Background: an optimization exercise with open tools, aiming at small area, a short achievable clock period and few clock cycles per item. Do not read the settings as production practice.
Where RTL was checked, it was by simulation tests only, not by an equivalence proof against the original.
Power is estimated from default activity; no workload was simulated.

the previous run:
==> flow/design.v <==
module comp_mult_top #(
parameter NO_MULT   = 4     ,  
parameter APB_BADDR = 0     ,  
parameter SYS_AW    = 16    ,  
parameter REG_DW    = 16       
)(
input                    clk         ,
input                    rst_n       ,
input      [ SYS_AW-1:0] apb_paddr   ,
input                    apb_psel    ,
input                    apb_penable ,
input                    apb_pwrite  ,
input      [REG_DW -1:0] apb_pwdata  ,
output                   apb_pready  ,
output reg [REG_DW -1:0] apb_prdata  ,
output reg               apb_pslverr ,
output reg               mem_ce      ,
output reg               mem_we      ,
output reg [SYS_AW -1:0] mem_addr    ,
output reg [     8 -1:0] mem_wr_data ,
input      [     8 -1:0] mem_rd_data
);
assign apb_pready = 1'b1;
wire        setup  = apb_psel & ~apb_penable;
wire [15:0] offs   = apb_paddr - APB_BADDR;
reg         wq, rq;                       
reg  [ 2:0] aq;                           
reg         okq;                          
always @(posedge clk or negedge rst_n)
if (~rst_n)                  begin wq <= 1'b0; rq <= 1'b0; end
else                         begin wq <= setup & apb_pwrite; rq <= setup & ~apb_pwrite; end
always @(posedge clk)        begin aq <= offs[2:0]; okq <= (offs[15:3] == 13'd0); end
wire a0 = okq & (aq == 3'd0);
wire a1 = okq & (aq == 3'd1);
wire a2 = okq & (aq == 3'd2);
wire a3 = okq & (aq == 3'd3);
wire a4 = okq & (aq == 3'd4);
wire a5 = okq & (aq == 3'd5);
wire a6 = okq & (aq == 3'd6);
wire wr_op1 = wq & a0;
wire wr_op2 = wq & a1;
wire wr_res = wq & a2;
wire wr_nop = wq & a3;
wire wr_cfg = wq & a4;
wire wr_sts = wq & a5;
wire rd_sts = rq & a5;
wire rd_st6 = rq & a6;
wire valid  = (wq & okq & (aq != 3'd6) & (aq != 3'd7)) | rd_sts | rd_st6;
reg  [15:0] op1_ptr, op2_ptr, res_ptr;    
reg  [15:0] no_op;
reg         cfg0, cfg1;                   
reg  [15:0] sts_stop;
reg  [ 4:0] jc;                           
reg         rv;                           
reg         cv;                           
reg         wv2;                          
reg  [15:0] cnt;                          
wire busy = rv | cv | wv2;
wire ph0 = ~jc[4] & ~jc[0];
wire ph1 =  jc[0] & ~jc[1];
wire ph2 =  jc[1] & ~jc[2];
wire ph3 =  jc[2] & ~jc[3];
wire ph4 =  jc[3] & ~jc[4];
wire ph5 =  jc[4] &  jc[0];
wire ph6 = ~jc[0] &  jc[1];
wire ph7 = ~jc[1] &  jc[2];
wire ph8 = ~jc[2] &  jc[3];
wire ph9 = ~jc[3] &  jc[4];
wire start_req = cfg0 & ~cfg1 & (no_op != 16'd0);
wire start_go  = start_req & ~busy;
wire finish    = busy & ph1 & ~rv & ~cv;
always @(posedge clk or negedge rst_n)
if (~rst_n)        apb_pslverr <= 1'b0;
else               apb_pslverr <= (wq | rq) & ~valid;
wire [15:0] addr_inc = mem_addr + 16'd1;
wire reg_op1 = ph2 | ph3;
wire reg_op2 = ph4 | ph7;
wire reg_res = ~(reg_op1 | reg_op2);
always @(posedge clk or negedge rst_n)
if (~rst_n)                  op1_ptr <= 16'd0;
else if (wr_op1)             op1_ptr <= apb_pwdata;
else if (mem_ce & reg_op1)   op1_ptr <= addr_inc;
always @(posedge clk or negedge rst_n)
if (~rst_n)                  op2_ptr <= 16'd0;
else if (wr_op2)             op2_ptr <= apb_pwdata;
else if (mem_ce & reg_op2)   op2_ptr <= addr_inc;
always @(posedge clk or negedge rst_n)
if (~rst_n)                  res_ptr <= 16'd0;
else if (wr_res)             res_ptr <= apb_pwdata;
else if (mem_ce & reg_res)   res_ptr <= addr_inc;
always @(posedge clk or negedge rst_n)
if (~rst_n)                  no_op <= 16'd0;
else if (wr_nop)             no_op <= apb_pwdata;
always @(posedge clk or negedge rst_n)
if (~rst_n)                  begin cfg0 <= 1'b0; cfg1 <= 1'b0; end
else if (start_req)          begin cfg0 <= 1'b0; cfg1 <= 1'b0; end
else if (wr_cfg)             begin cfg0 <= apb_pwdata[0]; cfg1 <= apb_pwdata[1]; end
always @(posedge clk or negedge rst_n)
if (~rst_n)                  sts_stop <= 16'd0;
else if (wr_sts)             sts_stop <= apb_pwdata;
else if (finish)             sts_stop <= 16'd1;
always @(posedge clk)
apb_prdata <= ({16{rd_sts}} & sts_stop) | {15'd0, rd_st6 & busy};
always @(posedge clk or negedge rst_n)
if (~rst_n)                  jc <= 5'b00000;
else if (start_go)           jc <= 5'b00011;                  
else                         jc <= {jc[3:0], ~jc[4]};
always @(posedge clk or negedge rst_n)
if (~rst_n)                  begin rv <= 1'b0; cv <= 1'b0; wv2 <= 1'b0; end
else if (start_go)           begin rv <= 1'b1; cv <= 1'b0; wv2 <= 1'b0; end
else if (finish)             wv2 <= 1'b0;
else if (ph9) begin
                             rv  <= rv & (cnt != no_op);
                             cv  <= rv;
                             wv2 <= cv;
end
always @(posedge clk)
if (start_go)                cnt <= 16'd1;
else if (ph9)                cnt <= cnt + 16'd1;
wire nx_rd = ph1 | ph2 | ph3 | ph6;                           
wire nx_wc = ph4 | ph5 | ph7 | ph8;                           
always @(posedge clk or negedge rst_n)
if (~rst_n)                  begin mem_ce <= 1'b0; mem_we <= 1'b0; end
else if (start_go)           begin mem_ce <= 1'b1; mem_we <= 1'b0; end
else begin
    mem_ce <= (nx_rd & rv) | (nx_wc & cv) | (ph9 & cv) | (ph0 & wv2);
    mem_we <= ~nx_rd;
end
always @(posedge clk)
if (start_go | ph1 )         mem_addr <= op1_ptr;
else if (ph3 | ph6)          mem_addr <= op2_ptr;
else if (ph4 | ph7)          mem_addr <= res_ptr;
else                         mem_addr <= addr_inc;
reg  [7:0] x1, y1;            
reg  [7:0] qa, qb;            
reg        nx, ox, tx;        
reg        ny, oy, ty;        
reg  [8:0] sa, ca, sb, cb;    
reg        ka, kb;            
wire step = cv & (ph0 | ph1 | ph2 | ph3);
function [10:0] row;          
    input [7:0] m;
    input       one, two, neg;
    row = (two ? {{2{m[7]}}, m, 1'b0} : (one ? {{3{m[7]}}, m} : 11'd0)) ^ {11{neg}};
endfunction
wire [10:0] ra1 = row(x1, ox, tx,  nx);
wire [10:0] ra2 = row(y1, oy, ty, ~ny);
wire [10:0] rb1 = row(x1, oy, ty,  ny);
wire [10:0] rb2 = row(y1, ox, tx,  nx);
wire [10:0] sae = {{2{sa[8]}}, sa}, cae = {{2{ca[8]}}, ca};
wire [10:0] sbe = {{2{sb[8]}}, sb}, cbe = {{2{cb[8]}}, cb};
wire [10:0] sa1 = sae ^ cae ^ ra1;
wire [10:0] ca1 = {((sae & cae) | (sae & ra1) | (cae & ra1)), nx} ;
wire [10:0] sa2 = sa1 ^ ca1 ^ ra2;
wire [10:0] ca2 = {((sa1 & ca1) | (sa1 & ra2) | (ca1 & ra2)), ~ny};
wire [ 2:0] la  = {1'b0, sa2[1:0]} + {1'b0, ca2[1:0]} + {2'b0, ka};
wire [10:0] sb1 = sbe ^ cbe ^ rb1;
wire [10:0] cb1 = {((sbe & cbe) | (sbe & rb1) | (cbe & rb1)), ny} ;
wire [10:0] sb2 = sb1 ^ cb1 ^ rb2;
wire [10:0] cb2 = {((sb1 & cb1) | (sb1 & rb2) | (cb1 & rb2)), nx};
wire [ 2:0] lb  = {1'b0, sb2[1:0]} + {1'b0, cb2[1:0]} + {2'b0, kb};
always @(posedge clk) begin
    if (ph3 & rv)            x1 <= mem_rd_data;
    if (ph4 & rv)            y1 <= mem_rd_data;
    if (ph5 & rv) begin
                             qa <= mem_rd_data;
                             nx <= mem_rd_data[1]; ox <= mem_rd_data[0]; tx <= mem_rd_data[1] & ~mem_rd_data[0];
    end else if (step) begin
                             qa <= {la[1:0], qa[7:2]};
                             nx <= qa[3]; ox <= qa[2] ^ qa[1]; tx <= (qa[3] & ~qa[2] & ~qa[1]) | (~qa[3] & qa[2] & qa[1]);
    end
    if (ph8 & rv) begin
                             qb <= mem_rd_data;
                             ny <= mem_rd_data[1]; oy <= mem_rd_data[0]; ty <= mem_rd_data[1] & ~mem_rd_data[0];
    end else if (step) begin
                             qb <= {lb[1:0], qb[7:2]};
                             ny <= qb[3]; oy <= qb[2] ^ qb[1]; ty <= (qb[3] & ~qb[2] & ~qb[1]) | (~qb[3] & qb[2] & qb[1]);
    end
    if (step)                begin sa <= sa2[10:2]; ca <= ca2[10:2]; ka <= la[2];
                                   sb <= sb2[10:2]; cb <= cb2[10:2]; kb <= lb[2]; end
    else if (ph9)            begin sa <= 9'd0; ca <= 9'd0; ka <= 1'b0;         
                                   sb <= 9'd0; cb <= 9'd0; kb <= 1'b0; end
end
wire [7:0] xr_hi = sa[7:0] + ca[7:0] + {7'd0, ka};
wire [7:0] yr_hi = sb[7:0] + cb[7:0] + {7'd0, kb};
always @(posedge clk)
if (ph4)                     mem_wr_data <= qa;                                    
else if (ph5)                mem_wr_data <= xr_hi;                                 
else if (ph7)                mem_wr_data <= {6'd0, xr_hi[7], xr_hi[7]};            
else if (ph8)                mem_wr_data <= qb;                                    
else if (ph9)                mem_wr_data <= yr_hi;                                 
else                         mem_wr_data <= {6'd0, mem_wr_data[7], mem_wr_data[7]};  
endmodule  
export LEC_CHECK = 0
export ABC_AREA = 1
export CAP_MARGIN = 20
export CORE_MARGIN = 2
export CORE_UTILIZATION = 40
export SLEW_MARGIN = 20
create_clock -name core_clock -period 10.0 [get_ports {clk}]
standard.sh (not shown) runs the stock make flow with config.mk's settings and CLKGATE_MAP_FILE= SYNTH_SCRIPT=/design/flow/synth_recipe.tcl, a recipe that flattens the netlist after the stock synthesis.
==> flow/flow/run.sh <==
#!/bin/bash
# Standard layout, with the port buffers made of sky130_fd_sc_hd__buf_2 and a larger setup repair margin.
set -euo pipefail
export BUFFER_PORTS_ARGS="-buffer_cell sky130_fd_sc_hd__buf_2"
export SETUP_SLACK_MARGIN=7.2
bash standard.sh > standard_flow.log 2>&1
Testbench counts of the previous run, summed over its fixed seeds: cycles 14,058, items 1,337.
Input changes introduced in the current run (baseline for comparison: the previous run):
-- flow/design.v --
<<< the previous run, line 100
else if (wr_sts)             sts_stop <= apb_pwdata;
else if (finish)             sts_stop <= 16'd1;
always @(posedge clk)
apb_prdata <= ({16{rd_sts}} & sts_stop) | {15'd0, rd_st6 & busy};
always @(posedge clk or negedge rst_n)
if (~rst_n)                  jc <= 5'b00000;
>>> the current run, line 100
else if (wr_sts)             sts_stop <= apb_pwdata;
else if (finish)             sts_stop <= 16'd1;
always @(posedge clk or negedge rst_n)
if (~rst_n)                  apb_prdata <= 16'd0;
else if (rd_sts)             apb_prdata <= sts_stop;
else if (rd_st6)             apb_prdata <= {15'd0, busy};
always @(posedge clk or negedge rst_n)
if (~rst_n)                  jc <= 5'b00000;
<<< the previous run, line 187
if (ph4)                     mem_wr_data <= qa;                                    
else if (ph5)                mem_wr_data <= xr_hi;                                 
else if (ph7)                mem_wr_data <= {6'd0, xr_hi[7], xr_hi[7]};            
else if (ph8)                mem_wr_data <= qb;                                    
else if (ph9)                mem_wr_data <= yr_hi;                                 
else                         mem_wr_data <= {6'd0, mem_wr_data[7], mem_wr_data[7]};  
endmodule  
>>> the current run, line 189
if (ph4)                     mem_wr_data <= qa;                                    
else if (ph5)                mem_wr_data <= xr_hi;                                 
else if (ph7 | ph0)          mem_wr_data <= {6'd0, mem_wr_data[7], mem_wr_data[7]};  
else if (ph8)                mem_wr_data <= qb;                                    
else if (ph9)                mem_wr_data <= yr_hi;                                 
endmodule  
==> run notes <==
The previous run → the current run: number of cell instances on the worst register-to-register path rose by 1, height of the chip shows an increase of about 0.6%, met1 capacity usage during global routing went down.
Changes observed in the current run relative to the previous run: sum of internal, switching and leakage power moved up; net count after synthesis increased by 26 relative to the old numbers.
The current run: no failed stages, no open violations at the end
For the current run, only the layout was checked, not whether the RTL still works.

[afterwards: timing with drivers on the ports]
Ports are ideal in the flow. The routed layouts listed here were re-timed in OpenROAD. Step 1 sets driving cells, clkbuf_16 on the clock port and buf_2 on the other inputs (assumed; they add their load-dependent delay and slew). Step 2 times the ports against the registers' clock, not the clock port: input delays grow and output delays shrink by t, the midpoint of the rising clock arrivals with the driver on. Slacks: ideal ports / drivers / drivers and shift; pairs: ideal ports / drivers.
run	t (ns)	setup slack, ns	latest minus earliest clock arrival (ns)
the previous run	0.595	6.874 / 6.821 / 6.853	0.025 / 0.025
the current run	0.601	6.861 / 6.809 / 6.933	0.022 / 0.023
After both steps setup and hold are still met in every run listed. For the previous run, which loses most, drivers alone change the setup slack by -0.053 ns; drivers and shift together by -0.021 ns. Setup slack includes reset recovery checks.
